Source: an optimization exercise on an open RTL-to-GDS flow (aim: small area, a short achievable clock period and few clock cycles per item). Production flows keep margins and buffers that such runs may drop. Function was not checked in any run shown here: the RTL went through the layout flow alone.

## flow/design.v (module list and top-level ports; edited modules follow where they fit)
// module FFT: 152 lines
// module fft_tw4: 129 lines
// module fft_tw3: 101 lines
module FFT(clk, rst_n, in_valid, din_r, din_i, out_valid, dout_r, dout_i);
  // ...
==> flow/run.sh <==
#!/bin/bash
# synth_recipe.tcl (not shown) runs the flow's synth.tcl, then flattens the netlist and writes it again
# the make line also repeats each setting of config.mk as NAME=value (left out here)
make -C /OpenROAD-flow-scripts/flow DESIGN_CONFIG=/design/flow/config.mk WORK_HOME=/design/flow/orfs CLKGATE_MAP_FILE= SYNTH_SCRIPT=/design/flow/synth_recipe.tcl finish
==> flow/config.mk <==
export PLATFORM = sky130hd
export DESIGN_NAME = FFT
export DESIGN_NICKNAME = FFT
export VERILOG_FILES = /design/flow/design.v
export SDC_FILE = /design/flow/constraint.sdc
export NUM_CORES = 4
export LEC_CHECK = 0
export CAP_MARGIN = 20
export CORE_MARGIN = 2
export CORE_UTILIZATION = 40
export PLACE_DENSITY = 0.6
export SLEW_MARGIN = 20
==> flow/constraint.sdc <==
create_clock -name core_clock -period 12.0 [get_ports {clk}]
set_input_delay 2.4000 -clock core_clock [delete_from_list [all_inputs] [get_ports {clk}]]
set_output_delay 2.4000 -clock core_clock [all_outputs]
set_load 0.01 [all_outputs]
==> impl_metrics.csv, run 1 <==
group,metric,value,unit
yosys,synth_cell_type_count,87,
yosys,yosysTopAreaCellShare,30.3,%
route,via_per_inst,5.33,
place,dpl.hpwl,247000,um
yosys,yosys-top-cells-count,"dfxtp_1 (1545), inv_1 (1317), fa_1 (1076)",
layout,comb.multi_input.count,7384,
outcome,status,"complete, no violations",
yosys,synthXorXnorAreaFrac,7.65,%
floorplanning,n_tap_cell,3366,
clock_network,cts-resized-gates,0,
clock_network,cts_setup_buffers,0,
sta,slew_headroom,16.8,%
critical_path,crit_cells,26,
layout,fin_cells,14095,
route,wl_met3,18400,um
critical_path,r2r_setup_slack,3.15,ns
critical_path,worstPathRequired,12.74,ns
floorplanning,die_area,259000,um2
place,port_buffers,59,
floorplanning,start_util,40.2,%
layout,seq_area,31200,um2
yosys,syn_nets,12539,
clock_network,hold_buffers,0,
sta,period_needed,8.85,ns
global_routing,antenna_found_initial,32,
yosys,synth_top_family_by_area,"adder cells",
critical_path,reg2reg_to,"T4i[14]",
critical_path,critPathLaunch,"c3",
place,place_area,106000,um2
critical_path,slowest_stage,"dfxtp_2",
layout,layout_common_cells,"dfxtp_1 (1527), inv_1 (1316), fa_1 (1076), nand2_1 (961), nor2_1 (692)",
layout,signal_buffers,140,
sta,setup_violations,0,
sta,rsz0062_at_grt,"false",
yosys,yosys.area_share.adder,29.4,%
yosys,synth_compound_area_share,13.6,%
yosys,synth_cells,10760,
critical_path,crit_path_frequent_cell,"fa_1",
layout,multiInputGateArea,64000,um2
layout,num-nonclk-inverters,1318,
==> inputs of run 2 (changes only) <==
==> flow/design.v (replaced) <==
module FFT(clk, rst_n, in_valid, din_r, din_i, out_valid, dout_r, dout_i);
input clk;
input rst_n;
input in_valid;
input signed [11:0] din_r;
input signed [11:0] din_i;
output out_valid;
output signed [15:0] dout_r;
output signed [15:0] dout_i;
integer k;
reg run;
reg [6:0] P;
reg ov;
assign out_valid = ov;
always @(posedge clk or negedge rst_n) begin
  if (!rst_n) begin
    run <= 1'b0; P <= 7'd0; ov <= 1'b0;
  end else begin
    if (in_valid) run <= 1'b1;
    if ((run || in_valid) && P != 7'd127) P <= P + 7'd1;
    if (P == 7'd38) ov <= 1'b1;
  end
end
wire [6:0] Pn = P + 7'd1;
reg f0_dl, f0_ld, f1_ld, f1_pre, f2_dl, f2_ld, f3_ld, f3_pre;
always @(posedge clk) begin
  f0_dl <= (Pn >= 7'd18) && (Pn <= 7'd25);
  f0_ld <= (Pn >= 7'd26) && (Pn <= 7'd33);
  f1_ld <= (Pn >= 7'd28) && (Pn <= 7'd35);
  f1_pre <= (Pn < 7'd28);
  f2_dl <= (Pn >= 7'd20) && (Pn <= 7'd27);
  f2_ld <= (Pn >= 7'd28) && (Pn <= 7'd35);
  f3_ld <= (Pn >= 7'd30) && (Pn <= 7'd37);
  f3_pre <= (Pn < 7'd30);
end
wire [3:0] n4 = Pn - 7'd18;
wire [2:0] n3t = Pn - 7'd27;
wire [2:0] n3b = Pn - 7'd29;
reg [15:0] oh4; reg [7:0] oh3t, oh3b;
always @(posedge clk) begin
  oh4 <= 16'd1 << n4;
  oh3t <= 8'd1 << n3t;
  oh3b <= 8'd1 << n3b;
end
reg signed [11:0] xr, xi;
always @(posedge clk) begin xr <= din_r; xi <= din_i; end
reg signed [13:0] r0r [0:7], r0i [0:7];
reg signed [15:0] r1r [0:7], r1i [0:7];
reg signed [15:0] r2r [0:7], r2i [0:7];
reg signed [15:0] r3r [0:7], r3i [0:7];
wire signed [11:0] a4r = r3r[7][11:0], a4i = r3i[7][11:0];
reg signed [12:0] S4r, S4i, D4r, D4i;
always @(posedge clk) begin
  S4r <= a4r + xr; S4i <= a4i + xi;
  D4r <= a4r - xr; D4i <= a4i - xi;
end
wire [14:0] t4r_s, t4r_c, t4i_s, t4i_c;
fft_tw4 u_tw4(.oh(oh4), .dr(D4r), .di(D4i), .yr_s(t4r_s), .yr_c(t4r_c), .yi_s(t4i_s), .yi_c(t4i_c));
reg [14:0] C4rs, C4rc, C4is, C4ic;
reg signed [14:0] T4r, T4i;
always @(posedge clk) begin
  C4rs <= t4r_s; C4rc <= t4r_c; C4is <= t4i_s; C4ic <= t4i_c;
  T4r <= C4rs + C4rc; T4i <= C4is + C4ic;
end
wire signed [13:0] s3t_r = r0r[7] + S4r, s3t_i = r0i[7] + S4i;
reg signed [13:0] D3tr, D3ti;
always @(posedge clk) begin D3tr <= r0r[7] - S4r; D3ti <= r0i[7] - S4i; end
wire [15:0] t3tr_s, t3tr_c, t3ti_s, t3ti_c;
fft_tw3 u_tw3t(.oh(oh3t), .dr({{2{D3tr[13]}},D3tr}), .di({{2{D3ti[13]}},D3ti}), .yr_s(t3tr_s), .yr_c(t3tr_c), .yi_s(t3ti_s), .yi_c(t3ti_c));
reg [15:0] C3trs, C3trc, C3tis, C3tic;
always @(posedge clk) begin C3trs <= t3tr_s; C3trc <= t3tr_c; C3tis <= t3ti_s; C3tic <= t3ti_c; end
wire [15:0] t3t_r = C3trs + C3trc, t3t_i = C3tis + C3tic;
wire signed [15:0] b2r = r2r[7], b2i = r2i[7];
wire signed [15:0] s3b_r = b2r + T4r, s3b_i = b2i + T4i;
reg signed [15:0] D3br, D3bi;
always @(posedge clk) begin D3br <= b2r - T4r; D3bi <= b2i - T4i; end
wire [15:0] t3br_s, t3br_c, t3bi_s, t3bi_c;
fft_tw3 u_tw3b(.oh(oh3b), .dr(D3br), .di(D3bi), .yr_s(t3br_s), .yr_c(t3br_c), .yi_s(t3bi_s), .yi_c(t3bi_c));
reg [15:0] C3brs, C3brc, C3bis, C3bic;
always @(posedge clk) begin C3brs <= t3br_s; C3brc <= t3br_c; C3bis <= t3bi_s; C3bic <= t3bi_c; end
wire [15:0] t3b_r = C3brs + C3brc, t3b_i = C3bis + C3bic;
always @(posedge clk) begin
  for (k = 1; k < 8; k = k + 1) begin
    r0r[k] <= r0r[k-1]; r0i[k] <= r0i[k-1];
    r1r[k] <= r1r[k-1]; r1i[k] <= r1i[k-1];
    r2r[k] <= r2r[k-1]; r2i[k] <= r2i[k-1];
    r3r[k] <= r3r[k-1]; r3i[k] <= r3i[k-1];
  end
  r0r[0] <= f0_ld ? s3t_r : f0_dl ? {S4r[12],S4r} : r0r[7];
  r0i[0] <= f0_ld ? s3t_i : f0_dl ? {S4i[12],S4i} : r0i[7];
  r1r[0] <= f1_ld ? t3t_r : f1_pre ? {{4{xr[11]}},xr} : r1r[7];
  r1i[0] <= f1_ld ? t3t_i : f1_pre ? {{4{xi[11]}},xi} : r1i[7];
  r2r[0] <= f2_ld ? s3b_r : f2_dl ? {T4r[14],T4r} : r2r[7];
  r2i[0] <= f2_ld ? s3b_i : f2_dl ? {T4i[14],T4i} : r2i[7];
  r3r[0] <= f3_ld ? t3b_r : f3_pre ? r1r[7] : r3r[7];
  r3i[0] <= f3_ld ? t3b_i : f3_pre ? r1i[7] : r3i[7];
end
reg [3:0] qsel; reg c2, c3, c4;
wire [6:0] kn = Pn - 7'd35;
always @(posedge clk) begin
  case (kn[1:0]) 2'd0: qsel <= 4'b0001; 2'd1: qsel <= 4'b0100; 2'd2: qsel <= 4'b0010; default: qsel <= 4'b1000; endcase
  c2 <= kn[2]; c3 <= kn[3]; c4 <= kn[4];
end
wire signed [15:0] w0r = ({16{qsel[0]}} & {{2{r0r[4][13]}},r0r[4]}) | ({16{qsel[1]}} & r1r[4]) | ({16{qsel[2]}} & r2r[3]) | ({16{qsel[3]}} & r3r[3]);
wire signed [15:0] w0i = ({16{qsel[0]}} & {{2{r0i[4][13]}},r0i[4]}) | ({16{qsel[1]}} & r1i[4]) | ({16{qsel[2]}} & r2i[3]) | ({16{qsel[3]}} & r3i[3]);
wire signed [15:0] w1r = ({16{qsel[0]}} & {{2{r0r[3][13]}},r0r[3]}) | ({16{qsel[1]}} & r1r[3]) | ({16{qsel[2]}} & r2r[2]) | ({16{qsel[3]}} & r3r[2]);
wire signed [15:0] w1i = ({16{qsel[0]}} & {{2{r0i[3][13]}},r0i[3]}) | ({16{qsel[1]}} & r1i[3]) | ({16{qsel[2]}} & r2i[2]) | ({16{qsel[3]}} & r3i[2]);
wire signed [15:0] w2r = ({16{qsel[0]}} & {{2{r0r[2][13]}},r0r[2]}) | ({16{qsel[1]}} & r1r[2]) | ({16{qsel[2]}} & r2r[1]) | ({16{qsel[3]}} & r3r[1]);
wire signed [15:0] w2i = ({16{qsel[0]}} & {{2{r0i[2][13]}},r0i[2]}) | ({16{qsel[1]}} & r1i[2]) | ({16{qsel[2]}} & r2i[1]) | ({16{qsel[3]}} & r3i[1]);
wire signed [15:0] w3r = ({16{qsel[0]}} & {{2{r0r[1][13]}},r0r[1]}) | ({16{qsel[1]}} & r1r[1]) | ({16{qsel[2]}} & r2r[0]) | ({16{qsel[3]}} & r3r[0]);
wire signed [15:0] w3i = ({16{qsel[0]}} & {{2{r0i[1][13]}},r0i[1]}) | ({16{qsel[1]}} & r1i[1]) | ({16{qsel[2]}} & r2i[0]) | ({16{qsel[3]}} & r3i[0]);
wire signed [15:0] w4r = ({16{qsel[0]}} & {{2{r0r[0][13]}},r0r[0]}) | ({16{qsel[1]}} & r1r[0]) | ({16{qsel[2]}} & r2r[7]) | ({16{qsel[3]}} & r3r[7]);
wire signed [15:0] w4i = ({16{qsel[0]}} & {{2{r0i[0][13]}},r0i[0]}) | ({16{qsel[1]}} & r1i[0]) | ({16{qsel[2]}} & r2i[7]) | ({16{qsel[3]}} & r3i[7]);
wire signed [15:0] w5r = ({16{qsel[0]}} & {{2{r0r[7][13]}},r0r[7]}) | ({16{qsel[1]}} & r1r[7]) | ({16{qsel[2]}} & r2r[6]) | ({16{qsel[3]}} & r3r[6]);
wire signed [15:0] w5i = ({16{qsel[0]}} & {{2{r0i[7][13]}},r0i[7]}) | ({16{qsel[1]}} & r1i[7]) | ({16{qsel[2]}} & r2i[6]) | ({16{qsel[3]}} & r3i[6]);
wire signed [15:0] w6r = ({16{qsel[0]}} & {{2{r0r[6][13]}},r0r[6]}) | ({16{qsel[1]}} & r1r[6]) | ({16{qsel[2]}} & r2r[5]) | ({16{qsel[3]}} & r3r[5]);
wire signed [15:0] w6i = ({16{qsel[0]}} & {{2{r0i[6][13]}},r0i[6]}) | ({16{qsel[1]}} & r1i[6]) | ({16{qsel[2]}} & r2i[5]) | ({16{qsel[3]}} & r3i[5]);
wire signed [15:0] w7r = ({16{qsel[0]}} & {{2{r0r[5][13]}},r0r[5]}) | ({16{qsel[1]}} & r1r[5]) | ({16{qsel[2]}} & r2r[4]) | ({16{qsel[3]}} & r3r[4]);
wire signed [15:0] w7i = ({16{qsel[0]}} & {{2{r0i[5][13]}},r0i[5]}) | ({16{qsel[1]}} & r1i[5]) | ({16{qsel[2]}} & r2i[4]) | ({16{qsel[3]}} & r3i[4]);
function [15:0] addsub; input [15:0] a, b; input sub;
  addsub = a + (b ^ {16{sub}}) + {15'd0, sub};
endfunction
reg [15:0] U0r, U0i, U2r, U2i, E1r, E1i, E3r, E3i;
reg d2, d3, d4;
always @(posedge clk) begin
  U0r <= addsub(w0r, w4r, c2); U0i <= addsub(w0i, w4i, c2);
  U2r <= addsub(c2 ? w2i : w2r, c2 ? w6i : w6r, c2);
  U2i <= c2 ? w6r - w2r : w2i + w6i;
  E1r <= addsub(w1r, w5r, c2); E1i <= addsub(w1i, w5i, c2);
  E3r <= addsub(w3r, w7r, c2); E3i <= addsub(w3i, w7i, c2);
  d2 <= c2; d3 <= c3; d4 <= c4;
end
wire [15:0] sx_E1r_1 = $signed(E1r) >>> 1;
wire [15:0] sx_E1r_2 = $signed(E1r) >>> 2;
wire [15:0] sx_E1r_4 = $signed(E1r) >>> 4;
wire [15:0] sx_E1r_6 = $signed(E1r) >>> 6;
wire [15:0] sx_E1r_8 = $signed(E1r) >>> 8;
wire [15:0] sx_E1i_1 = $signed(E1i) >>> 1;
wire [15:0] sx_E1i_2 = $signed(E1i) >>> 2;
wire [15:0] sx_E1i_4 = $signed(E1i) >>> 4;
wire [15:0] sx_E1i_6 = $signed(E1i) >>> 6;
wire [15:0] sx_E1i_8 = $signed(E1i) >>> 8;
wire [15:0] sx_E3r_1 = $signed(E3r) >>> 1;
wire [15:0] sx_E3r_2 = $signed(E3r) >>> 2;
wire [15:0] sx_E3r_4 = $signed(E3r) >>> 4;
wire [15:0] sx_E3r_6 = $signed(E3r) >>> 6;
wire [15:0] sx_E3r_8 = $signed(E3r) >>> 8;
wire [15:0] sx_E3i_1 = $signed(E3i) >>> 1;
wire [15:0] sx_E3i_2 = $signed(E3i) >>> 2;
wire [15:0] sx_E3i_4 = $signed(E3i) >>> 4;
wire [15:0] sx_E3i_6 = $signed(E3i) >>> 6;
wire [15:0] sx_E3i_8 = $signed(E3i) >>> 8;
  wire [15:0] fas1 = E1r ^ (~sx_E1r_2 & {16{d2}}) ^ (~sx_E1r_4 & {16{d2}});
  wire [15:0] fac2 = {((E1r) & ((~sx_E1r_2 & {16{d2}})) | (E1r) & ((~sx_E1r_4 & {16{d2}})) | ((~sx_E1r_2 & {16{d2}})) & ((~sx_E1r_4 & {16{d2}}))), 1'b0} ;
  wire [15:0] fas3 = (sx_E1r_6 & {16{d2}}) ^ (sx_E1r_8 & {16{d2}}) ^ {1'b0, 1'b0, 1'b0, 1'b0, 1'b0, 1'b0, 1'b0, 1'b0, 1'b0, 1'b0, 1'b0, 1'b0, 1'b0, 1'b0, d2, 1'b0};
  wire [15:0] fac4 = {(((sx_E1r_6 & {16{d2}})) & ((sx_E1r_8 & {16{d2}})) | ((sx_E1r_6 & {16{d2}})) & ({1'b0, 1'b0, 1'b0, 1'b0, 1'b0, 1'b0, 1'b0, 1'b0, 1'b0, 1'b0, 1'b0, 1'b0, 1'b0, 1'b0, d2, 1'b0}) | ((sx_E1r_8 & {16{d2}})) & ({1'b0, 1'b0, 1'b0, 1'b0, 1'b0, 1'b0, 1'b0, 1'b0, 1'b0, 1'b0, 1'b0, 1'b0, 1'b0, 1'b0, d2, 1'b0})), 1'b0} ;
  wire [15:0] fas5 = fas1 ^ fac2 ^ fas3;
  wire [15:0] fac6 = {((fas1) & (fac2) | (fas1) & (fas3) | (fac2) & (fas3)), 1'b0} ;
  wire [15:0] fas7 = fas5 ^ fac6 ^ fac4;
  wire [15:0] fac8 = {((fas5) & (fac6) | (fas5) & (fac4) | (fac6) & (fac4)), 1'b0} ;
  wire [15:0] fbs9 = E1i ^ (~sx_E1i_2 & {16{d2}}) ^ (~sx_E1i_4 & {16{d2}});
  wire [15:0] fbc10 = {((E1i) & ((~sx_E1i_2 & {16{d2}})) | (E1i) & ((~sx_E1i_4 & {16{d2}})) | ((~sx_E1i_2 & {16{d2}})) & ((~sx_E1i_4 & {16{d2}}))), 1'b0} ;
  wire [15:0] fbs11 = (sx_E1i_6 & {16{d2}}) ^ (sx_E1i_8 & {16{d2}}) ^ {1'b0, 1'b0, 1'b0, 1'b0, 1'b0, 1'b0, 1'b0, 1'b0, 1'b0, 1'b0, 1'b0, 1'b0, 1'b0, 1'b0, d2, 1'b0};
  wire [15:0] fbc12 = {(((sx_E1i_6 & {16{d2}})) & ((sx_E1i_8 & {16{d2}})) | ((sx_E1i_6 & {16{d2}})) & ({1'b0, 1'b0, 1'b0, 1'b0, 1'b0, 1'b0, 1'b0, 1'b0, 1'b0, 1'b0, 1'b0, 1'b0, 1'b0, 1'b0, d2, 1'b0}) | ((sx_E1i_8 & {16{d2}})) & ({1'b0, 1'b0, 1'b0, 1'b0, 1'b0, 1'b0, 1'b0, 1'b0, 1'b0, 1'b0, 1'b0, 1'b0, 1'b0, 1'b0, d2, 1'b0})), 1'b0} ;
  wire [15:0] fbs13 = fbs9 ^ fbc10 ^ fbs11;
  wire [15:0] fbc14 = {((fbs9) & (fbc10) | (fbs9) & (fbs11) | (fbc10) & (fbs11)), 1'b0} ;
  wire [15:0] fbs15 = fbs13 ^ fbc14 ^ fbc12;
  wire [15:0] fbc16 = {((fbs13) & (fbc14) | (fbs13) & (fbc12) | (fbc14) & (fbc12)), 1'b0} ;
  wire [15:0] fcs17 = E3r ^ (~sx_E3r_2 & {16{d2}}) ^ (~sx_E3r_4 & {16{d2}});
  wire [15:0] fcc18 = {((E3r) & ((~sx_E3r_2 & {16{d2}})) | (E3r) & ((~sx_E3r_4 & {16{d2}})) | ((~sx_E3r_2 & {16{d2}})) & ((~sx_E3r_4 & {16{d2}}))), 1'b0} ;
  wire [15:0] fcs19 = (sx_E3r_6 & {16{d2}}) ^ (sx_E3r_8 & {16{d2}}) ^ {1'b0, 1'b0, 1'b0, 1'b0, 1'b0, 1'b0, 1'b0, 1'b0, 1'b0, 1'b0, 1'b0, 1'b0, 1'b0, 1'b0, d2, 1'b0};
  wire [15:0] fcc20 = {(((sx_E3r_6 & {16{d2}})) & ((sx_E3r_8 & {16{d2}})) | ((sx_E3r_6 & {16{d2}})) & ({1'b0, 1'b0, 1'b0, 1'b0, 1'b0, 1'b0, 1'b0, 1'b0, 1'b0, 1'b0, 1'b0, 1'b0, 1'b0, 1'b0, d2, 1'b0}) | ((sx_E3r_8 & {16{d2}})) & ({1'b0, 1'b0, 1'b0, 1'b0, 1'b0, 1'b0, 1'b0, 1'b0, 1'b0, 1'b0, 1'b0, 1'b0, 1'b0, 1'b0, d2, 1'b0})), 1'b0} ;
  wire [15:0] fcs21 = fcs17 ^ fcc18 ^ fcs19;
  wire [15:0] fcc22 = {((fcs17) & (fcc18) | (fcs17) & (fcs19) | (fcc18) & (fcs19)), 1'b0} ;
  wire [15:0] fcs23 = fcs21 ^ fcc22 ^ fcc20;
  wire [15:0] fcc24 = {((fcs21) & (fcc22) | (fcs21) & (fcc20) | (fcc22) & (fcc20)), 1'b0} ;
  wire [15:0] fds25 = E3i ^ (~sx_E3i_2 & {16{d2}}) ^ (~sx_E3i_4 & {16{d2}});
  wire [15:0] fdc26 = {((E3i) & ((~sx_E3i_2 & {16{d2}})) | (E3i) & ((~sx_E3i_4 & {16{d2}})) | ((~sx_E3i_2 & {16{d2}})) & ((~sx_E3i_4 & {16{d2}}))), 1'b0} ;
  wire [15:0] fds27 = (sx_E3i_6 & {16{d2}}) ^ (sx_E3i_8 & {16{d2}}) ^ {1'b0, 1'b0, 1'b0, 1'b0, 1'b0, 1'b0, 1'b0, 1'b0, 1'b0, 1'b0, 1'b0, 1'b0, 1'b0, 1'b0, d2, 1'b0};
  wire [15:0] fdc28 = {(((sx_E3i_6 & {16{d2}})) & ((sx_E3i_8 & {16{d2}})) | ((sx_E3i_6 & {16{d2}})) & ({1'b0, 1'b0, 1'b0, 1'b0, 1'b0, 1'b0, 1'b0, 1'b0, 1'b0, 1'b0, 1'b0, 1'b0, 1'b0, 1'b0, d2, 1'b0}) | ((sx_E3i_8 & {16{d2}})) & ({1'b0, 1'b0, 1'b0, 1'b0, 1'b0, 1'b0, 1'b0, 1'b0, 1'b0, 1'b0, 1'b0, 1'b0, 1'b0, 1'b0, d2, 1'b0})), 1'b0} ;
  wire [15:0] fds29 = fds25 ^ fdc26 ^ fds27;
  wire [15:0] fdc30 = {((fds25) & (fdc26) | (fds25) & (fds27) | (fdc26) & (fds27)), 1'b0} ;
  wire [15:0] fds31 = fds29 ^ fdc30 ^ fdc28;
  wire [15:0] fdc32 = {((fds29) & (fdc30) | (fds29) & (fdc28) | (fdc30) & (fdc28)), 1'b0} ;
  wire [15:0] fes33 = (~sx_E3r_1 & {16{d2}}) ^ (~sx_E3r_2 & {16{d2}}) ^ (sx_E3r_4 & {16{d2}});
  wire [15:0] fec34 = {(((~sx_E3r_1 & {16{d2}})) & ((~sx_E3r_2 & {16{d2}})) | ((~sx_E3r_1 & {16{d2}})) & ((sx_E3r_4 & {16{d2}})) | ((~sx_E3r_2 & {16{d2}})) & ((sx_E3r_4 & {16{d2}}))), 1'b0} ;
  wire [15:0] fes35 = (~sx_E3r_6 & {16{d2}}) ^ (~sx_E3r_8 & {16{d2}}) ^ {1'b0, 1'b0, 1'b0, 1'b0, 1'b0, 1'b0, 1'b0, 1'b0, 1'b0, 1'b0, 1'b0, 1'b0, 1'b0, d2, 1'b0, 1'b0};
  wire [15:0] fec36 = {(((~sx_E3r_6 & {16{d2}})) & ((~sx_E3r_8 & {16{d2}})) | ((~sx_E3r_6 & {16{d2}})) & ({1'b0, 1'b0, 1'b0, 1'b0, 1'b0, 1'b0, 1'b0, 1'b0, 1'b0, 1'b0, 1'b0, 1'b0, 1'b0, d2, 1'b0, 1'b0}) | ((~sx_E3r_8 & {16{d2}})) & ({1'b0, 1'b0, 1'b0, 1'b0, 1'b0, 1'b0, 1'b0, 1'b0, 1'b0, 1'b0, 1'b0, 1'b0, 1'b0, d2, 1'b0, 1'b0})), 1'b0} ;
  wire [15:0] fes37 = fes33 ^ fec34 ^ fes35;
  wire [15:0] fec38 = {((fes33) & (fec34) | (fes33) & (fes35) | (fec34) & (fes35)), 1'b0} ;
  wire [15:0] fes39 = fes37 ^ fec38 ^ fec36;
  wire [15:0] fec40 = {((fes37) & (fec38) | (fes37) & (fec36) | (fec38) & (fec36)), 1'b0} ;
  wire [15:0] uas41 = fas7 ^ fac8 ^ (fbs15 & {16{d2}});
  wire [15:0] uac42 = {((fas7) & (fac8) | (fas7) & ((fbs15 & {16{d2}})) | (fac8) & ((fbs15 & {16{d2}}))), 1'b0} ;
  wire [15:0] uas43 = uas41 ^ uac42 ^ (fbc16 & {16{d2}});
  wire [15:0] uac44 = {((uas41) & (uac42) | (uas41) & ((fbc16 & {16{d2}})) | (uac42) & ((fbc16 & {16{d2}}))), 1'b0} ;
  wire [15:0] ubs45 = fbs15 ^ fbc16 ^ ((fas7 ^ {16{d2}}) & {16{d2}});
  wire [15:0] ubc46 = {((fbs15) & (fbc16) | (fbs15) & (((fas7 ^ {16{d2}}) & {16{d2}})) | (fbc16) & (((fas7 ^ {16{d2}}) & {16{d2}}))), 1'b0} ;
  wire [15:0] ubs47 = ubs45 ^ ubc46 ^ ((fac8 ^ {16{d2}}) & {16{d2}});
  wire [15:0] ubc48 = {((ubs45) & (ubc46) | (ubs45) & (((fac8 ^ {16{d2}}) & {16{d2}})) | (ubc46) & (((fac8 ^ {16{d2}}) & {16{d2}}))), 1'b0} ;
  wire [15:0] ubs49 = ubs47 ^ ubc48 ^ {1'b0, 1'b0, 1'b0, 1'b0, 1'b0, 1'b0, 1'b0, 1'b0, 1'b0, 1'b0, 1'b0, 1'b0, 1'b0, 1'b0, d2, 1'b0};
  wire [15:0] ubc50 = {((ubs47) & (ubc48) | (ubs47) & ({1'b0, 1'b0, 1'b0, 1'b0, 1'b0, 1'b0, 1'b0, 1'b0, 1'b0, 1'b0, 1'b0, 1'b0, 1'b0, 1'b0, d2, 1'b0}) | (ubc48) & ({1'b0, 1'b0, 1'b0, 1'b0, 1'b0, 1'b0, 1'b0, 1'b0, 1'b0, 1'b0, 1'b0, 1'b0, 1'b0, 1'b0, d2, 1'b0})), 1'b0} ;
  wire [15:0] ucs51 = (fcs23 ^ {16{d2}}) ^ (fcc24 ^ {16{d2}}) ^ (fds31 & {16{d2}});
  wire [15:0] ucc52 = {(((fcs23 ^ {16{d2}})) & ((fcc24 ^ {16{d2}})) | ((fcs23 ^ {16{d2}})) & ((fds31 & {16{d2}})) | ((fcc24 ^ {16{d2}})) & ((fds31 & {16{d2}}))), 1'b0} ;
  wire [15:0] ucs53 = ucs51 ^ ucc52 ^ (fdc32 & {16{d2}});
  wire [15:0] ucc54 = {((ucs51) & (ucc52) | (ucs51) & ((fdc32 & {16{d2}})) | (ucc52) & ((fdc32 & {16{d2}}))), 1'b0} ;
  wire [15:0] ucs55 = ucs53 ^ ucc54 ^ {1'b0, 1'b0, 1'b0, 1'b0, 1'b0, 1'b0, 1'b0, 1'b0, 1'b0, 1'b0, 1'b0, 1'b0, 1'b0, 1'b0, d2, 1'b0};
  wire [15:0] ucc56 = {((ucs53) & (ucc54) | (ucs53) & ({1'b0, 1'b0, 1'b0, 1'b0, 1'b0, 1'b0, 1'b0, 1'b0, 1'b0, 1'b0, 1'b0, 1'b0, 1'b0, 1'b0, d2, 1'b0}) | (ucc54) & ({1'b0, 1'b0, 1'b0, 1'b0, 1'b0, 1'b0, 1'b0, 1'b0, 1'b0, 1'b0, 1'b0, 1'b0, 1'b0, 1'b0, d2, 1'b0})), 1'b0} ;
  wire [15:0] uds57 = (fds31 ^ {16{d2}}) ^ (fdc32 ^ {16{d2}}) ^ (fes39 & {16{d2}});
  wire [15:0] udc58 = {(((fds31 ^ {16{d2}})) & ((fdc32 ^ {16{d2}})) | ((fds31 ^ {16{d2}})) & ((fes39 & {16{d2}})) | ((fdc32 ^ {16{d2}})) & ((fes39 & {16{d2}}))), 1'b0} ;
  wire [15:0] uds59 = uds57 ^ udc58 ^ (fec40 & {16{d2}});
  wire [15:0] udc60 = {((uds57) & (udc58) | (uds57) & ((fec40 & {16{d2}})) | (udc58) & ((fec40 & {16{d2}}))), 1'b0} ;
  wire [15:0] uds61 = uds59 ^ udc60 ^ {1'b0, 1'b0, 1'b0, 1'b0, 1'b0, 1'b0, 1'b0, 1'b0, 1'b0, 1'b0, 1'b0, 1'b0, 1'b0, 1'b0, d2, 1'b0};
  wire [15:0] udc62 = {((uds59) & (udc60) | (uds59) & ({1'b0, 1'b0, 1'b0, 1'b0, 1'b0, 1'b0, 1'b0, 1'b0, 1'b0, 1'b0, 1'b0, 1'b0, 1'b0, 1'b0, d2, 1'b0}) | (udc60) & ({1'b0, 1'b0, 1'b0, 1'b0, 1'b0, 1'b0, 1'b0, 1'b0, 1'b0, 1'b0, 1'b0, 1'b0, 1'b0, 1'b0, d2, 1'b0})), 1'b0} ;
reg [15:0] V0r, V0i, V2r, V2i, U1rs, U1rc, U1is, U1ic, U3rs, U3rc, U3is, U3ic;
reg e3, e4;
always @(posedge clk) begin
  V0r <= U0r; V0i <= U0i; V2r <= U2r; V2i <= U2i;
  U1rs <= uas43; U1rc <= uac44; U1is <= ubs49; U1ic <= ubc50;
  U3rs <= ucs55; U3rc <= ucc56; U3is <= uds61; U3ic <= udc62;
  e3 <= d3; e4 <= d4;
end
wire [15:0] E3M = {16{e3}};
wire [15:0] y1r = (e3 ? U1is : U1rs) + (e3 ? U1ic : U1rc) + ((e3 ? U3is : U3rs) ^ E3M) + ((e3 ? U3ic : U3rc) ^ E3M) + {14'd0, e3, 1'b0};
wire [15:0] y1i = (e3 ? U3rs : U1is) + (e3 ? U3rc : U1ic) + (e3 ? U1rs ^ 16'hffff : U3is) + (e3 ? U1rc ^ 16'hffff : U3ic) + {14'd0, e3, 1'b0};
reg [15:0] Y0r, Y0i, Y1r, Y1i;
reg g4;
always @(posedge clk) begin
  Y0r <= addsub(V0r, V2r, e3); Y0i <= addsub(V0i, V2i, e3);
  Y1r <= y1r; Y1i <= y1i;
  g4 <= e4;
end
reg [15:0] Xr, Xi;
always @(posedge clk) begin
  Xr <= addsub(Y0r, Y1r, g4); Xi <= addsub(Y0i, Y1i, g4);
end
assign dout_r = Xr;
assign dout_i = Xi;
endmodule
module fft_tw4(input [15:0] oh, input signed [12:0] dr, input signed [12:0] di, output [14:0] yr_s, yr_c, yi_s, yi_c);
  wire signed [14:0] xr = dr; wire signed [14:0] xi = di;
  wire en_yr_i0 = (oh[4]|oh[5]|oh[6]|oh[7]|oh[8]|oh[9]|oh[10]|oh[11]|oh[12]); wire ng_yr_i0 = 1'b0;
  wire signed [14:0] sh_yr_i0 = xi >>> 0;
  wire [14:0] t_yr_i0 = (sh_yr_i0 & {15{en_yr_i0}}) ^ {15{ng_yr_i0}};
  wire en_yr_i1 = (oh[2]|oh[3]|oh[13]|oh[14]); wire ng_yr_i1 = 1'b0;
  wire signed [14:0] sh_yr_i1 = xi >>> 1;
  wire [14:0] t_yr_i1 = (sh_yr_i1 & {15{en_yr_i1}}) ^ {15{ng_yr_i1}};
  wire en_yr_i2 = (oh[1]|oh[4]|oh[5]|oh[11]|oh[12]|oh[15]); wire ng_yr_i2 = (oh[4]|oh[5]|oh[11]|oh[12]);
  wire signed [14:0] sh_yr_i2 = xi >>> 2;
  wire [14:0] t_yr_i2 = (sh_yr_i2 & {15{en_yr_i2}}) ^ {15{ng_yr_i2}};
  wire en_yr_i3 = (oh[2]|oh[14]); wire ng_yr_i3 = (oh[2]|oh[14]);
  wire signed [14:0] sh_yr_i3 = xi >>> 3;
  wire [14:0] t_yr_i3 = (sh_yr_i3 & {15{en_yr_i3}}) ^ {15{ng_yr_i3}};
  wire en_yr_i4 = (oh[1]|oh[3]|oh[4]|oh[5]|oh[6]|oh[10]|oh[11]|oh[12]|oh[13]|oh[15]); wire ng_yr_i4 = (oh[1]|oh[4]|oh[6]|oh[10]|oh[12]|oh[15]);
  wire signed [14:0] sh_yr_i4 = xi >>> 4;
  wire [14:0] t_yr_i4 = (sh_yr_i4 & {15{en_yr_i4}}) ^ {15{ng_yr_i4}};
  wire en_yr_i5 = (oh[7]|oh[9]); wire ng_yr_i5 = (oh[7]|oh[9]);
  wire signed [14:0] sh_yr_i5 = xi >>> 5;
  wire [14:0] t_yr_i5 = (sh_yr_i5 & {15{en_yr_i5}}) ^ {15{ng_yr_i5}};
  wire en_yr_i6 = (oh[3]|oh[4]|oh[6]|oh[10]|oh[11]|oh[12]|oh[13]); wire ng_yr_i6 = (oh[3]|oh[6]|oh[10]|oh[13]);
  wire signed [14:0] sh_yr_i6 = xi >>> 6;
  wire [14:0] t_yr_i6 = (sh_yr_i6 & {15{en_yr_i6}}) ^ {15{ng_yr_i6}};
  wire en_yr_r0 = (oh[0]|oh[1]|oh[2]|oh[3]|oh[4]|oh[12]|oh[13]|oh[14]|oh[15]); wire ng_yr_r0 = (oh[12]|oh[13]|oh[14]|oh[15]);
  wire signed [14:0] sh_yr_r0 = xr >>> 0;
  wire [14:0] t_yr_r0 = (sh_yr_r0 & {15{en_yr_r0}}) ^ {15{ng_yr_r0}};
  wire en_yr_r1 = (oh[5]|oh[6]|oh[10]|oh[11]); wire ng_yr_r1 = (oh[10]|oh[11]);
  wire signed [14:0] sh_yr_r1 = xr >>> 1;
  wire [14:0] t_yr_r1 = (sh_yr_r1 & {15{en_yr_r1}}) ^ {15{ng_yr_r1}};
  wire en_yr_r2 = (oh[3]|oh[4]|oh[7]|oh[9]|oh[12]|oh[13]); wire ng_yr_r2 = (oh[3]|oh[4]|oh[9]);
  wire signed [14:0] sh_yr_r2 = xr >>> 2;
  wire [14:0] t_yr_r2 = (sh_yr_r2 & {15{en_yr_r2}}) ^ {15{ng_yr_r2}};
  wire en_yr_r3 = (oh[6]|oh[10]); wire ng_yr_r3 = (oh[6]);
  wire signed [14:0] sh_yr_r3 = xr >>> 3;
  wire [14:0] t_yr_r3 = (sh_yr_r3 & {15{en_yr_r3}}) ^ {15{ng_yr_r3}};
  wire en_yr_r4 = (oh[2]|oh[3]|oh[4]|oh[5]|oh[7]|oh[9]|oh[11]|oh[12]|oh[13]|oh[14]); wire ng_yr_r4 = (oh[2]|oh[4]|oh[7]|oh[11]|oh[13]);
  wire signed [14:0] sh_yr_r4 = xr >>> 4;
  wire [14:0] t_yr_r4 = (sh_yr_r4 & {15{en_yr_r4}}) ^ {15{ng_yr_r4}};
  wire en_yr_r5 = (oh[15]); wire ng_yr_r5 = 1'b0;
  wire signed [14:0] sh_yr_r5 = xr >>> 5;
  wire [14:0] t_yr_r5 = (sh_yr_r5 & {15{en_yr_r5}}) ^ {15{ng_yr_r5}};
  wire en_yr_r6 = (oh[1]|oh[2]|oh[3]|oh[4]|oh[5]|oh[11]|oh[12]|oh[13]|oh[14]); wire ng_yr_r6 = (oh[1]|oh[2]|oh[5]|oh[12]|oh[13]);
  wire signed [14:0] sh_yr_r6 = xr >>> 6;
  wire [14:0] t_yr_r6 = (sh_yr_r6 & {15{en_yr_r6}}) ^ {15{ng_yr_r6}};
  wire [14:0] k_yr = {12'd0, (oh[4]|oh[12]|oh[13]), (oh[1]|oh[2]|oh[3]|oh[5]|oh[6]|oh[7]|oh[9]|oh[10]|oh[11]|oh[14]|oh[15]), (oh[2]|oh[6]|oh[10]|oh[11])};
  wire [14:0] yrs63 = t_yr_i0 ^ t_yr_i1 ^ t_yr_i2;
  wire [14:0] yrc64 = {((t_yr_i0) & (t_yr_i1) | (t_yr_i0) & (t_yr_i2) | (t_yr_i1) & (t_yr_i2)), 1'b0} ;
  wire [14:0] yrs65 = t_yr_i3 ^ t_yr_i4 ^ t_yr_i5;
  wire [14:0] yrc66 = {((t_yr_i3) & (t_yr_i4) | (t_yr_i3) & (t_yr_i5) | (t_yr_i4) & (t_yr_i5)), 1'b0} ;
  wire [14:0] yrs67 = t_yr_i6 ^ t_yr_r0 ^ t_yr_r1;
  wire [14:0] yrc68 = {((t_yr_i6) & (t_yr_r0) | (t_yr_i6) & (t_yr_r1) | (t_yr_r0) & (t_yr_r1)), 1'b0} ;
  wire [14:0] yrs69 = t_yr_r2 ^ t_yr_r3 ^ t_yr_r4;
  wire [14:0] yrc70 = {((t_yr_r2) & (t_yr_r3) | (t_yr_r2) & (t_yr_r4) | (t_yr_r3) & (t_yr_r4)), 1'b0} ;
  wire [14:0] yrs71 = t_yr_r5 ^ t_yr_r6 ^ k_yr;
  wire [14:0] yrc72 = {((t_yr_r5) & (t_yr_r6) | (t_yr_r5) & (k_yr) | (t_yr_r6) & (k_yr)), 1'b0} ;
  wire [14:0] yrs73 = yrs63 ^ yrc64 ^ yrs65;
  wire [14:0] yrc74 = {((yrs63) & (yrc64) | (yrs63) & (yrs65) | (yrc64) & (yrs65)), 1'b0} ;
  wire [14:0] yrs75 = yrc66 ^ yrs67 ^ yrc68;
  wire [14:0] yrc76 = {((yrc66) & (yrs67) | (yrc66) & (yrc68) | (yrs67) & (yrc68)), 1'b0} ;
  wire [14:0] yrs77 = yrs69 ^ yrc70 ^ yrs71;
  wire [14:0] yrc78 = {((yrs69) & (yrc70) | (yrs69) & (yrs71) | (yrc70) & (yrs71)), 1'b0} ;
  wire [14:0] yrs79 = yrs73 ^ yrc74 ^ yrs75;
  wire [14:0] yrc80 = {((yrs73) & (yrc74) | (yrs73) & (yrs75) | (yrc74) & (yrs75)), 1'b0} ;
  wire [14:0] yrs81 = yrc76 ^ yrs77 ^ yrc78;
  wire [14:0] yrc82 = {((yrc76) & (yrs77) | (yrc76) & (yrc78) | (yrs77) & (yrc78)), 1'b0} ;
  wire [14:0] yrs83 = yrs79 ^ yrc80 ^ yrs81;
  wire [14:0] yrc84 = {((yrs79) & (yrc80) | (yrs79) & (yrs81) | (yrc80) & (yrs81)), 1'b0} ;
  wire [14:0] yrs85 = yrs83 ^ yrc84 ^ yrc82;
  wire [14:0] yrc86 = {((yrs83) & (yrc84) | (yrs83) & (yrc82) | (yrc84) & (yrc82)), 1'b0} ;
  wire [14:0] yrs87 = yrs85 ^ yrc86 ^ yrc72;
  wire [14:0] yrc88 = {((yrs85) & (yrc86) | (yrs85) & (yrc72) | (yrc86) & (yrc72)), 1'b0} ;
  assign yr_s = yrs87; assign yr_c = yrc88;
  wire en_yi_i0 = (oh[0]|oh[1]|oh[2]|oh[3]|oh[4]|oh[12]|oh[13]|oh[14]|oh[15]); wire ng_yi_i0 = (oh[12]|oh[13]|oh[14]|oh[15]);
  wire signed [14:0] sh_yi_i0 = xi >>> 0;
  wire [14:0] t_yi_i0 = (sh_yi_i0 & {15{en_yi_i0}}) ^ {15{ng_yi_i0}};
  wire en_yi_i1 = (oh[5]|oh[6]|oh[10]|oh[11]); wire ng_yi_i1 = (oh[10]|oh[11]);
  wire signed [14:0] sh_yi_i1 = xi >>> 1;
  wire [14:0] t_yi_i1 = (sh_yi_i1 & {15{en_yi_i1}}) ^ {15{ng_yi_i1}};
  wire en_yi_i2 = (oh[3]|oh[4]|oh[7]|oh[9]|oh[12]|oh[13]); wire ng_yi_i2 = (oh[3]|oh[4]|oh[9]);
  wire signed [14:0] sh_yi_i2 = xi >>> 2;
  wire [14:0] t_yi_i2 = (sh_yi_i2 & {15{en_yi_i2}}) ^ {15{ng_yi_i2}};
  wire en_yi_i3 = (oh[6]|oh[10]); wire ng_yi_i3 = (oh[6]);
  wire signed [14:0] sh_yi_i3 = xi >>> 3;
  wire [14:0] t_yi_i3 = (sh_yi_i3 & {15{en_yi_i3}}) ^ {15{ng_yi_i3}};
  wire en_yi_i4 = (oh[2]|oh[3]|oh[4]|oh[5]|oh[7]|oh[9]|oh[11]|oh[12]|oh[13]|oh[14]); wire ng_yi_i4 = (oh[2]|oh[4]|oh[7]|oh[11]|oh[13]);
  wire signed [14:0] sh_yi_i4 = xi >>> 4;
  wire [14:0] t_yi_i4 = (sh_yi_i4 & {15{en_yi_i4}}) ^ {15{ng_yi_i4}};
  wire en_yi_i5 = (oh[15]); wire ng_yi_i5 = 1'b0;
  wire signed [14:0] sh_yi_i5 = xi >>> 5;
  wire [14:0] t_yi_i5 = (sh_yi_i5 & {15{en_yi_i5}}) ^ {15{ng_yi_i5}};
  wire en_yi_i6 = (oh[1]|oh[2]|oh[3]|oh[4]|oh[11]|oh[12]|oh[13]|oh[14]); wire ng_yi_i6 = (oh[1]|oh[2]|oh[12]|oh[13]);
  wire signed [14:0] sh_yi_i6 = xi >>> 6;
  wire [14:0] t_yi_i6 = (sh_yi_i6 & {15{en_yi_i6}}) ^ {15{ng_yi_i6}};
  wire en_yi_r0 = (oh[4]|oh[5]|oh[6]|oh[7]|oh[8]|oh[9]|oh[10]|oh[11]); wire ng_yi_r0 = (oh[4]|oh[5]|oh[6]|oh[7]|oh[8]|oh[9]|oh[10]|oh[11]);
  wire signed [14:0] sh_yi_r0 = xr >>> 0;
  wire [14:0] t_yi_r0 = (sh_yi_r0 & {15{en_yi_r0}}) ^ {15{ng_yi_r0}};
  wire en_yi_r1 = (oh[2]|oh[3]|oh[12]|oh[13]|oh[14]); wire ng_yi_r1 = (oh[2]|oh[3]|oh[12]|oh[13]|oh[14]);
  wire signed [14:0] sh_yi_r1 = xr >>> 1;
  wire [14:0] t_yi_r1 = (sh_yi_r1 & {15{en_yi_r1}}) ^ {15{ng_yi_r1}};
  wire en_yi_r2 = (oh[1]|oh[4]|oh[5]|oh[11]|oh[12]|oh[15]); wire ng_yi_r2 = (oh[1]|oh[12]|oh[15]);
  wire signed [14:0] sh_yi_r2 = xr >>> 2;
  wire [14:0] t_yi_r2 = (sh_yi_r2 & {15{en_yi_r2}}) ^ {15{ng_yi_r2}};
  wire en_yi_r3 = (oh[2]|oh[14]); wire ng_yi_r3 = 1'b0;
  wire signed [14:0] sh_yi_r3 = xr >>> 3;
  wire [14:0] t_yi_r3 = (sh_yi_r3 & {15{en_yi_r3}}) ^ {15{ng_yi_r3}};
  wire en_yi_r4 = (oh[1]|oh[3]|oh[4]|oh[5]|oh[6]|oh[10]|oh[11]|oh[12]|oh[13]|oh[15]); wire ng_yi_r4 = (oh[3]|oh[5]|oh[11]|oh[13]);
  wire signed [14:0] sh_yi_r4 = xr >>> 4;
  wire [14:0] t_yi_r4 = (sh_yi_r4 & {15{en_yi_r4}}) ^ {15{ng_yi_r4}};
  wire en_yi_r5 = (oh[7]|oh[9]); wire ng_yi_r5 = 1'b0;
  wire signed [14:0] sh_yi_r5 = xr >>> 5;
  wire [14:0] t_yi_r5 = (sh_yi_r5 & {15{en_yi_r5}}) ^ {15{ng_yi_r5}};
  wire en_yi_r6 = (oh[3]|oh[4]|oh[5]|oh[6]|oh[10]|oh[11]|oh[12]|oh[13]); wire ng_yi_r6 = (oh[4]|oh[5]|oh[11]|oh[12]);
  wire signed [14:0] sh_yi_r6 = xr >>> 6;
  wire [14:0] t_yi_r6 = (sh_yi_r6 & {15{en_yi_r6}}) ^ {15{ng_yi_r6}};
  wire [14:0] k_yi = {12'd0, (oh[4]|oh[11]|oh[12]|oh[13]), (oh[1]|oh[2]|oh[3]|oh[5]|oh[6]|oh[7]|oh[9]|oh[10]|oh[14]|oh[15]), (oh[2]|oh[3]|oh[5]|oh[8]|oh[11]|oh[12]|oh[13])};
  wire [14:0] yis89 = t_yi_i0 ^ t_yi_i1 ^ t_yi_i2;
  wire [14:0] yic90 = {((t_yi_i0) & (t_yi_i1) | (t_yi_i0) & (t_yi_i2) | (t_yi_i1) & (t_yi_i2)), 1'b0} ;
  wire [14:0] yis91 = t_yi_i3 ^ t_yi_i4 ^ t_yi_i5;
  wire [14:0] yic92 = {((t_yi_i3) & (t_yi_i4) | (t_yi_i3) & (t_yi_i5) | (t_yi_i4) & (t_yi_i5)), 1'b0} ;
  wire [14:0] yis93 = t_yi_i6 ^ t_yi_r0 ^ t_yi_r1;
  wire [14:0] yic94 = {((t_yi_i6) & (t_yi_r0) | (t_yi_i6) & (t_yi_r1) | (t_yi_r0) & (t_yi_r1)), 1'b0} ;
  wire [14:0] yis95 = t_yi_r2 ^ t_yi_r3 ^ t_yi_r4;
  wire [14:0] yic96 = {((t_yi_r2) & (t_yi_r3) | (t_yi_r2) & (t_yi_r4) | (t_yi_r3) & (t_yi_r4)), 1'b0} ;
  wire [14:0] yis97 = t_yi_r5 ^ t_yi_r6 ^ k_yi;
  wire [14:0] yic98 = {((t_yi_r5) & (t_yi_r6) | (t_yi_r5) & (k_yi) | (t_yi_r6) & (k_yi)), 1'b0} ;
  wire [14:0] yis99 = yis89 ^ yic90 ^ yis91;
  wire [14:0] yic100 = {((yis89) & (yic90) | (yis89) & (yis91) | (yic90) & (yis91)), 1'b0} ;
  wire [14:0] yis101 = yic92 ^ yis93 ^ yic94;
  wire [14:0] yic102 = {((yic92) & (yis93) | (yic92) & (yic94) | (yis93) & (yic94)), 1'b0} ;
  wire [14:0] yis103 = yis95 ^ yic96 ^ yis97;
  wire [14:0] yic104 = {((yis95) & (yic96) | (yis95) & (yis97) | (yic96) & (yis97)), 1'b0} ;
  wire [14:0] yis105 = yis99 ^ yic100 ^ yis101;
  wire [14:0] yic106 = {((yis99) & (yic100) | (yis99) & (yis101) | (yic100) & (yis101)), 1'b0} ;
  wire [14:0] yis107 = yic102 ^ yis103 ^ yic104;
  wire [14:0] yic108 = {((yic102) & (yis103) | (yic102) & (yic104) | (yis103) & (yic104)), 1'b0} ;
  wire [14:0] yis109 = yis105 ^ yic106 ^ yis107;
  wire [14:0] yic110 = {((yis105) & (yic106) | (yis105) & (yis107) | (yic106) & (yis107)), 1'b0} ;
  wire [14:0] yis111 = yis109 ^ yic110 ^ yic108;
  wire [14:0] yic112 = {((yis109) & (yic110) | (yis109) & (yic108) | (yic110) & (yic108)), 1'b0} ;
  wire [14:0] yis113 = yis111 ^ yic112 ^ yic98;
  wire [14:0] yic114 = {((yis111) & (yic112) | (yis111) & (yic98) | (yic112) & (yic98)), 1'b0} ;
  assign yi_s = yis113; assign yi_c = yic114;
endmodule
module fft_tw3(input [7:0] oh, input signed [15:0] dr, input signed [15:0] di, output [15:0] yr_s, yr_c, yi_s, yi_c);
  wire signed [15:0] xr = dr; wire signed [15:0] xi = di;
  wire en_yr_i0 = (oh[2]|oh[3]|oh[4]|oh[5]|oh[6]); wire ng_yr_i0 = 1'b0;
  wire signed [15:0] sh_yr_i0 = xi >>> 0;
  wire [15:0] t_yr_i0 = (sh_yr_i0 & {16{en_yr_i0}}) ^ {16{ng_yr_i0}};
  wire en_yr_i1 = (oh[1]|oh[7]); wire ng_yr_i1 = 1'b0;
  wire signed [15:0] sh_yr_i1 = xi >>> 1;
  wire [15:0] t_yr_i1 = (sh_yr_i1 & {16{en_yr_i1}}) ^ {16{ng_yr_i1}};
  wire en_yr_i2 = (oh[2]|oh[6]); wire ng_yr_i2 = (oh[2]|oh[6]);
  wire signed [15:0] sh_yr_i2 = xi >>> 2;
  wire [15:0] t_yr_i2 = (sh_yr_i2 & {16{en_yr_i2}}) ^ {16{ng_yr_i2}};
  wire en_yr_i3 = (oh[1]|oh[7]); wire ng_yr_i3 = (oh[1]|oh[7]);
  wire signed [15:0] sh_yr_i3 = xi >>> 3;
  wire [15:0] t_yr_i3 = (sh_yr_i3 & {16{en_yr_i3}}) ^ {16{ng_yr_i3}};
  wire en_yr_i4 = (oh[2]|oh[3]|oh[5]|oh[6]); wire ng_yr_i4 = (oh[2]|oh[3]|oh[5]|oh[6]);
  wire signed [15:0] sh_yr_i4 = xi >>> 4;
  wire [15:0] t_yr_i4 = (sh_yr_i4 & {16{en_yr_i4}}) ^ {16{ng_yr_i4}};
  wire en_yr_i6 = (oh[2]|oh[3]|oh[5]|oh[6]); wire ng_yr_i6 = (oh[3]|oh[5]);
  wire signed [15:0] sh_yr_i6 = xi >>> 6;
  wire [15:0] t_yr_i6 = (sh_yr_i6 & {16{en_yr_i6}}) ^ {16{ng_yr_i6}};
  wire en_yr_r0 = (oh[0]|oh[1]|oh[2]|oh[6]|oh[7]); wire ng_yr_r0 = (oh[6]|oh[7]);
  wire signed [15:0] sh_yr_r0 = xr >>> 0;
  wire [15:0] t_yr_r0 = (sh_yr_r0 & {16{en_yr_r0}}) ^ {16{ng_yr_r0}};
  wire en_yr_r1 = (oh[3]|oh[5]); wire ng_yr_r1 = (oh[5]);
  wire signed [15:0] sh_yr_r1 = xr >>> 1;
  wire [15:0] t_yr_r1 = (sh_yr_r1 & {16{en_yr_r1}}) ^ {16{ng_yr_r1}};
  wire en_yr_r2 = (oh[2]|oh[6]); wire ng_yr_r2 = (oh[2]);
  wire signed [15:0] sh_yr_r2 = xr >>> 2;
  wire [15:0] t_yr_r2 = (sh_yr_r2 & {16{en_yr_r2}}) ^ {16{ng_yr_r2}};
  wire en_yr_r3 = (oh[3]|oh[5]); wire ng_yr_r3 = (oh[3]);
  wire signed [15:0] sh_yr_r3 = xr >>> 3;
  wire [15:0] t_yr_r3 = (sh_yr_r3 & {16{en_yr_r3}}) ^ {16{ng_yr_r3}};
  wire en_yr_r4 = (oh[1]|oh[2]|oh[6]|oh[7]); wire ng_yr_r4 = (oh[1]|oh[2]);
  wire signed [15:0] sh_yr_r4 = xr >>> 4;
  wire [15:0] t_yr_r4 = (sh_yr_r4 & {16{en_yr_r4}}) ^ {16{ng_yr_r4}};
  wire en_yr_r6 = (oh[1]|oh[2]|oh[6]|oh[7]); wire ng_yr_r6 = (oh[1]|oh[6]);
  wire signed [15:0] sh_yr_r6 = xr >>> 6;
  wire [15:0] t_yr_r6 = (sh_yr_r6 & {16{en_yr_r6}}) ^ {16{ng_yr_r6}};
  wire [15:0] k_yr = {13'd0, (oh[2]|oh[6]), (oh[1]|oh[3]|oh[5]|oh[7]), (oh[1]|oh[3]|oh[5])};
  wire [15:0] yrs115 = t_yr_i0 ^ t_yr_i1 ^ t_yr_i2;
  wire [15:0] yrc116 = {((t_yr_i0) & (t_yr_i1) | (t_yr_i0) & (t_yr_i2) | (t_yr_i1) & (t_yr_i2)), 1'b0} ;
  wire [15:0] yrs117 = t_yr_i3 ^ t_yr_i4 ^ t_yr_i6;
  wire [15:0] yrc118 = {((t_yr_i3) & (t_yr_i4) | (t_yr_i3) & (t_yr_i6) | (t_yr_i4) & (t_yr_i6)), 1'b0} ;
  wire [15:0] yrs119 = t_yr_r0 ^ t_yr_r1 ^ t_yr_r2;
  wire [15:0] yrc120 = {((t_yr_r0) & (t_yr_r1) | (t_yr_r0) & (t_yr_r2) | (t_yr_r1) & (t_yr_r2)), 1'b0} ;
  wire [15:0] yrs121 = t_yr_r3 ^ t_yr_r4 ^ t_yr_r6;
  wire [15:0] yrc122 = {((t_yr_r3) & (t_yr_r4) | (t_yr_r3) & (t_yr_r6) | (t_yr_r4) & (t_yr_r6)), 1'b0} ;
  wire [15:0] yrs123 = yrs115 ^ yrc116 ^ yrs117;
  wire [15:0] yrc124 = {((yrs115) & (yrc116) | (yrs115) & (yrs117) | (yrc116) & (yrs117)), 1'b0} ;
  wire [15:0] yrs125 = yrc118 ^ yrs119 ^ yrc120;
  wire [15:0] yrc126 = {((yrc118) & (yrs119) | (yrc118) & (yrc120) | (yrs119) & (yrc120)), 1'b0} ;
  wire [15:0] yrs127 = yrs121 ^ yrc122 ^ k_yr;
  wire [15:0] yrc128 = {((yrs121) & (yrc122) | (yrs121) & (k_yr) | (yrc122) & (k_yr)), 1'b0} ;
  wire [15:0] yrs129 = yrs123 ^ yrc124 ^ yrs125;
  wire [15:0] yrc130 = {((yrs123) & (yrc124) | (yrs123) & (yrs125) | (yrc124) & (yrs125)), 1'b0} ;
  wire [15:0] yrs131 = yrc126 ^ yrs127 ^ yrc128;
  wire [15:0] yrc132 = {((yrc126) & (yrs127) | (yrc126) & (yrc128) | (yrs127) & (yrc128)), 1'b0} ;
  wire [15:0] yrs133 = yrs129 ^ yrc130 ^ yrs131;
  wire [15:0] yrc134 = {((yrs129) & (yrc130) | (yrs129) & (yrs131) | (yrc130) & (yrs131)), 1'b0} ;
  wire [15:0] yrs135 = yrs133 ^ yrc134 ^ yrc132;
  wire [15:0] yrc136 = {((yrs133) & (yrc134) | (yrs133) & (yrc132) | (yrc134) & (yrc132)), 1'b0} ;
  assign yr_s = yrs135; assign yr_c = yrc136;
  wire en_yi_i0 = (oh[0]|oh[1]|oh[2]|oh[6]|oh[7]); wire ng_yi_i0 = (oh[6]|oh[7]);
  wire signed [15:0] sh_yi_i0 = xi >>> 0;
  wire [15:0] t_yi_i0 = (sh_yi_i0 & {16{en_yi_i0}}) ^ {16{ng_yi_i0}};
  wire en_yi_i1 = (oh[3]|oh[5]); wire ng_yi_i1 = (oh[5]);
  wire signed [15:0] sh_yi_i1 = xi >>> 1;
  wire [15:0] t_yi_i1 = (sh_yi_i1 & {16{en_yi_i1}}) ^ {16{ng_yi_i1}};
  wire en_yi_i2 = (oh[2]|oh[6]); wire ng_yi_i2 = (oh[2]);
  wire signed [15:0] sh_yi_i2 = xi >>> 2;
  wire [15:0] t_yi_i2 = (sh_yi_i2 & {16{en_yi_i2}}) ^ {16{ng_yi_i2}};
  wire en_yi_i3 = (oh[3]|oh[5]); wire ng_yi_i3 = (oh[3]);
  wire signed [15:0] sh_yi_i3 = xi >>> 3;
  wire [15:0] t_yi_i3 = (sh_yi_i3 & {16{en_yi_i3}}) ^ {16{ng_yi_i3}};
  wire en_yi_i4 = (oh[1]|oh[2]|oh[6]|oh[7]); wire ng_yi_i4 = (oh[1]|oh[2]);
  wire signed [15:0] sh_yi_i4 = xi >>> 4;
  wire [15:0] t_yi_i4 = (sh_yi_i4 & {16{en_yi_i4}}) ^ {16{ng_yi_i4}};
  wire en_yi_i6 = (oh[1]|oh[2]|oh[6]|oh[7]); wire ng_yi_i6 = (oh[1]|oh[6]);
  wire signed [15:0] sh_yi_i6 = xi >>> 6;
  wire [15:0] t_yi_i6 = (sh_yi_i6 & {16{en_yi_i6}}) ^ {16{ng_yi_i6}};
  wire en_yi_r0 = (oh[2]|oh[3]|oh[4]|oh[5]); wire ng_yi_r0 = (oh[2]|oh[3]|oh[4]|oh[5]);
  wire signed [15:0] sh_yi_r0 = xr >>> 0;
  wire [15:0] t_yi_r0 = (sh_yi_r0 & {16{en_yi_r0}}) ^ {16{ng_yi_r0}};
  wire en_yi_r1 = (oh[1]|oh[6]|oh[7]); wire ng_yi_r1 = (oh[1]|oh[6]|oh[7]);
  wire signed [15:0] sh_yi_r1 = xr >>> 1;
  wire [15:0] t_yi_r1 = (sh_yi_r1 & {16{en_yi_r1}}) ^ {16{ng_yi_r1}};
  wire en_yi_r2 = (oh[2]|oh[6]); wire ng_yi_r2 = (oh[6]);
  wire signed [15:0] sh_yi_r2 = xr >>> 2;
  wire [15:0] t_yi_r2 = (sh_yi_r2 & {16{en_yi_r2}}) ^ {16{ng_yi_r2}};
  wire en_yi_r3 = (oh[1]|oh[7]); wire ng_yi_r3 = 1'b0;
  wire signed [15:0] sh_yi_r3 = xr >>> 3;
  wire [15:0] t_yi_r3 = (sh_yi_r3 & {16{en_yi_r3}}) ^ {16{ng_yi_r3}};
  wire en_yi_r4 = (oh[2]|oh[3]|oh[5]|oh[6]); wire ng_yi_r4 = 1'b0;
  wire signed [15:0] sh_yi_r4 = xr >>> 4;
  wire [15:0] t_yi_r4 = (sh_yi_r4 & {16{en_yi_r4}}) ^ {16{ng_yi_r4}};
  wire en_yi_r6 = (oh[2]|oh[3]|oh[5]|oh[6]); wire ng_yi_r6 = (oh[2]|oh[6]);
  wire signed [15:0] sh_yi_r6 = xr >>> 6;
  wire [15:0] t_yi_r6 = (sh_yi_r6 & {16{en_yi_r6}}) ^ {16{ng_yi_r6}};
  wire [15:0] k_yi = {13'd0, (oh[2]|oh[6]), (oh[1]|oh[3]|oh[5]|oh[7]), (oh[1]|oh[4]|oh[6])};
  wire [15:0] yis137 = t_yi_i0 ^ t_yi_i1 ^ t_yi_i2;
  wire [15:0] yic138 = {((t_yi_i0) & (t_yi_i1) | (t_yi_i0) & (t_yi_i2) | (t_yi_i1) & (t_yi_i2)), 1'b0} ;
  wire [15:0] yis139 = t_yi_i3 ^ t_yi_i4 ^ t_yi_i6;
  wire [15:0] yic140 = {((t_yi_i3) & (t_yi_i4) | (t_yi_i3) & (t_yi_i6) | (t_yi_i4) & (t_yi_i6)), 1'b0} ;
  wire [15:0] yis141 = t_yi_r0 ^ t_yi_r1 ^ t_yi_r2;
  wire [15:0] yic142 = {((t_yi_r0) & (t_yi_r1) | (t_yi_r0) & (t_yi_r2) | (t_yi_r1) & (t_yi_r2)), 1'b0} ;
  wire [15:0] yis143 = t_yi_r3 ^ t_yi_r4 ^ t_yi_r6;
  wire [15:0] yic144 = {((t_yi_r3) & (t_yi_r4) | (t_yi_r3) & (t_yi_r6) | (t_yi_r4) & (t_yi_r6)), 1'b0} ;
  wire [15:0] yis145 = yis137 ^ yic138 ^ yis139;
  wire [15:0] yic146 = {((yis137) & (yic138) | (yis137) & (yis139) | (yic138) & (yis139)), 1'b0} ;
  wire [15:0] yis147 = yic140 ^ yis141 ^ yic142;
  wire [15:0] yic148 = {((yic140) & (yis141) | (yic140) & (yic142) | (yis141) & (yic142)), 1'b0} ;
  wire [15:0] yis149 = yis143 ^ yic144 ^ k_yi;
  wire [15:0] yic150 = {((yis143) & (yic144) | (yis143) & (k_yi) | (yic144) & (k_yi)), 1'b0} ;
  wire [15:0] yis151 = yis145 ^ yic146 ^ yis147;
  wire [15:0] yic152 = {((yis145) & (yic146) | (yis145) & (yis147) | (yic146) & (yis147)), 1'b0} ;
  wire [15:0] yis153 = yic148 ^ yis149 ^ yic150;
  wire [15:0] yic154 = {((yic148) & (yis149) | (yic148) & (yic150) | (yis149) & (yic150)), 1'b0} ;
  wire [15:0] yis155 = yis151 ^ yic152 ^ yis153;
  wire [15:0] yic156 = {((yis151) & (yic152) | (yis151) & (yis153) | (yic152) & (yis153)), 1'b0} ;
  wire [15:0] yis157 = yis155 ^ yic156 ^ yic154;
  wire [15:0] yic158 = {((yis155) & (yic156) | (yis155) & (yic154) | (yic156) & (yic154)), 1'b0} ;
  assign yi_s = yis157; assign yi_c = yic158;
endmodule
==> run 2 against run 1 <==
Synthesized area rose by 7.2%. First-iteration DRC count shrank 24%. Flip-flop and latch count rose by 247. Non-clock buffer count grew 14. Cell count grew 2.8%. Largest cell class unchanged.
==> impl_metrics.csv, run 2 <==
group,metric,value,unit
route,drt_iter0_drc,5008,
yosys,ys_ff_latch,1801,
global_routing,grt_pass1_wl,472000,um
sta,fin_crit_sh,57.4,%
yosys,netlist_area,109000,um2
clock_network,cts_buffer_depth,3,
layout,drive_above_1_share,6.20,%
sta,hold_violations,0,
yosys,async_reset_ff_share,0.500,%
route,wl_per_cell,21.5,um
yosys,yosysTopAreaCellShare,32.8,%
floorplanning,core_region_area,271000,um2
sta,slew_viol_final,0,
global_routing,globalRouteOverflowTotal,0,
floorplanning,start_util,40.3,%
yosys,synth.yosys.seq_area_share,33.0,%
floorplanning,ioPinCount,60,
run,cap_viol_max_count,0,
critical_path,cp-end-kind,"register",
clock_network,cts_setup_buffers,0,
critical_path,r2r_setup_slack,5.11,ns
clock_network,cts.sinks,1801,
layout,layout_common_cells,"dfxtp_1 (1777), inv_1 (1587), fa_1 (1196), nand2_1 (749), ha_1 (735)",
yosys,ys_warn_count,9,
worst_hold_path,hold_end,"r1i[4][1]",
clock_network,clk_latency,0.88,ns
route,via_per_inst,5.14,
worst_hold_path,hold_depth,0,
worst_hold_path,min_from,"r1i[3][1]",
sta,period_needed,6.89,ns
yosys,synth_area_leaders,"dfxtp_1 (33%), fa_1 (22%), ha_1 (8.4%)",
sta,fmax,0.145,GHz
global_routing,grt_max_degree,97,
layout,fillers,25521,
critical_path,start_kind,"register",
yosys,synth_ff_type,"dfxtp_1",
route,first_pass_iters,6,
yosys,yosysTopAreaCell,"dfxtp_1",
critical_path,cp_data_arrival_time,7.60,ns
route,num_vias,74399,
worst_hold_path,hp-class,"reg2reg",
place,place_ws,5.23,ns
sta,holdWs,0.261,ns
global_routing,antenna_found_initial,32,
clock_network,clkSlewWorstSetupHoldPaths,0.06,ns
sta,fin_skew,0.0981,ns
yosys,synth_cells,10866,
critical_path,r2r_start,"oh4[2]",
floorplanning,die_area,277000,um2
route,antenna_left,0,
critical_path,r2r_cells,21,
yosys,syn_nets,12825,
layout,final_common_cell,"dfxtp_1",
place,port_buffers,59,
floorplanning,die_y,527,um
layout,final_nets,12691,
route,routed_wl,311000,um
clock_network,hold_buffers,0,
floorplanning,die_w,527,um
sta,rsz0062_at_grt,"false",
floorplanning,std_cell_rows,191,
sta,slew_headroom,24.3,%
clock_network,clockRootBuffer,"clkbuf_16",
yosys,synth_edf_count,0,
clock_network,cts-resized-gates,0,
outcome,status,"complete, no violations",
global_routing,grt_usage,22.3,%
critical_path,reg2reg_to,"C4rs[14]",
place,gp_congestion,0.926,
yosys,syn_area_per_cell,10.1,um2
critical_path,setup.worst_path.class,"reg2reg",
sta,timing.final.ws_setup,5.11,ns
sta,worst_slew_pin_slew,1.14,ns
critical_path,worstPathRequired,12.71,ns
sta,setup_violations,0,
global_routing,grt_pass1_vias,77755,
yosys,yosys-top-cells-count,"dfxtp_1 (1792), inv_1 (1588), fa_1 (1196)",
clock_network,cts_buffers,188,
layout,syn_to_final_growth,10.0,%
clock_network,cts_max_level,4,
yosys,yosysMostFrequentCell,"dfxtp_1",
critical_path,path_max_fanout,13,
route,drc,0,
clock_network,cts_tree,"yes",
sta,setup_tns,0,ns
yosys,synth_cell_type_count,86,
place,dpl.hpwl,249000,um
-- run 2: cell types whose count changed in the layout (fill, tap and decap cells not counted), sizes merged, moves of 120 or more --
cell,change
dfxtp,+247
fa,+120
inv,+281
mux2i,+160
nand2,-213
o21ai,-213
-- run 2: cell type report --
type | count | area (um2) | share of cell area, %
antenna | 21 | 52.6 | 0.0437
clock buffer | 237 | 5180 | 4.31
clock inverter | 114 | 1640 | 1.36
inverter | 1590 | 5970 | 4.96
multi-input combinational | 6997 | 65500 | 54.5
sequential | 1801 | 36100 | 30.0
tap | 3570 | 4470 | 3.71
timing repair buffer | 154 | 1330 | 1.10
-- run 2: kinds of logic after synthesis --
kind of cell / share of synthesized area [%]
muxes: 3.21
xor gates and xnor gates: 7.27
DFF: 33.0
and+or+nand+nor: 8.87
buffers and inverters: 7.13
AOI/OAI and AO/OA: 10.2
adders and majority gates: 30.3
-- run 2: routing by layer --
metal | vias up | share of wire (%) | global-route usage [%] | routed length (um)
met5 | - | 0.024 | 0 | 75
met4 | 10 | 3.6 | 7.75 | 11300
met3 | 493 | 5.4 | 3.57 | 16800
met2 | 1950 | 47 | 37.2 | 146000
met1 | 37287 | 44 | 29.3 | 137000
li1 | 34659 | - | - | -
-- run 2: metrics by stage --
| step | utilization, % | cell area [um2] | cells |
|---|---|---|---|
| 6_report | 44.4 | 120000 | 14484 |
| 5_1_grt | 44.3 | 120000 | 14471 |
| 4_1_cts | 44.3 | 120000 | 14462 |
| 3_5_place_dp | 41.8 | 113000 | 14111 |
| 3_3_place_gp | 41.8 | 113000 | 14107 |
| 2_1_floorplan | - | 109000 | 10866 |
-- run 2: worst max-delay path by stage --
stage / end / from / slack (ns)
after global routing: C4rs[14] / oh4[2] / 4.71
after detailed placement: C4rs[14] / oh4[2] / 5.23
after global placement: C4rs[14] / oh4[2] / 5.24
after CTS: C4rs[14] / oh4[2] / 5.19
after floorplan: C4rs[14] / oh4[12] / 6.50
final: C4rs[14] / oh4[2] / 5.11
-- run 2: critical path: stages, from the launching register on --
cell and delay (ns):
dfxtp_1 0.37, or2_2 0.43, or3_1 0.60, nor2_1 0.68, nand3_1 0.59, buf_4 0.38
nand2_1 0.09, xnor2_1 0.13, fa_1 0.55, inv_1 0.07, fa_1 0.49, inv_1 0.11
fa_1 0.53, inv_1 0.06, fa_1 0.54, inv_1 0.05, fa_1 0.37, xnor2_1 0.14
xnor2_1 0.19, xnor2_1 0.15, xnor2_1 0.15, xnor2_1 0.09

[what the ideal ports hide]
How much do the figures lean on ideal ports? The routed layouts below were timed once more, with nothing changed but the port constraints. Step 1: set_driving_cell puts a clkbuf_16 on clk and a buf_2 on each other input, an assumption about the parent block. Step 2 adds t to the input delays and takes it off the output delays; t is the mean of the earliest and latest rising clock arrival at the registers after step 1. Input paths then give back, and output paths get back, about the clock's delay inside the block. a / b / c = no drivers / after step 1 / after step 2; a / b = the first two.
run	shift t [ns]	setup WS [ns]	worst setup path at the end	worst register clock-pin slew, ns	pins driven straight from the clock port
run 1	0.906	3.150 / 3.150 / 3.150	register to register	0.07 / 0.07	1
run 2	0.922	5.113 / 5.113 / 5.113	register to register	0.07 / 0.07	1
After both steps every run listed still meets setup and hold.
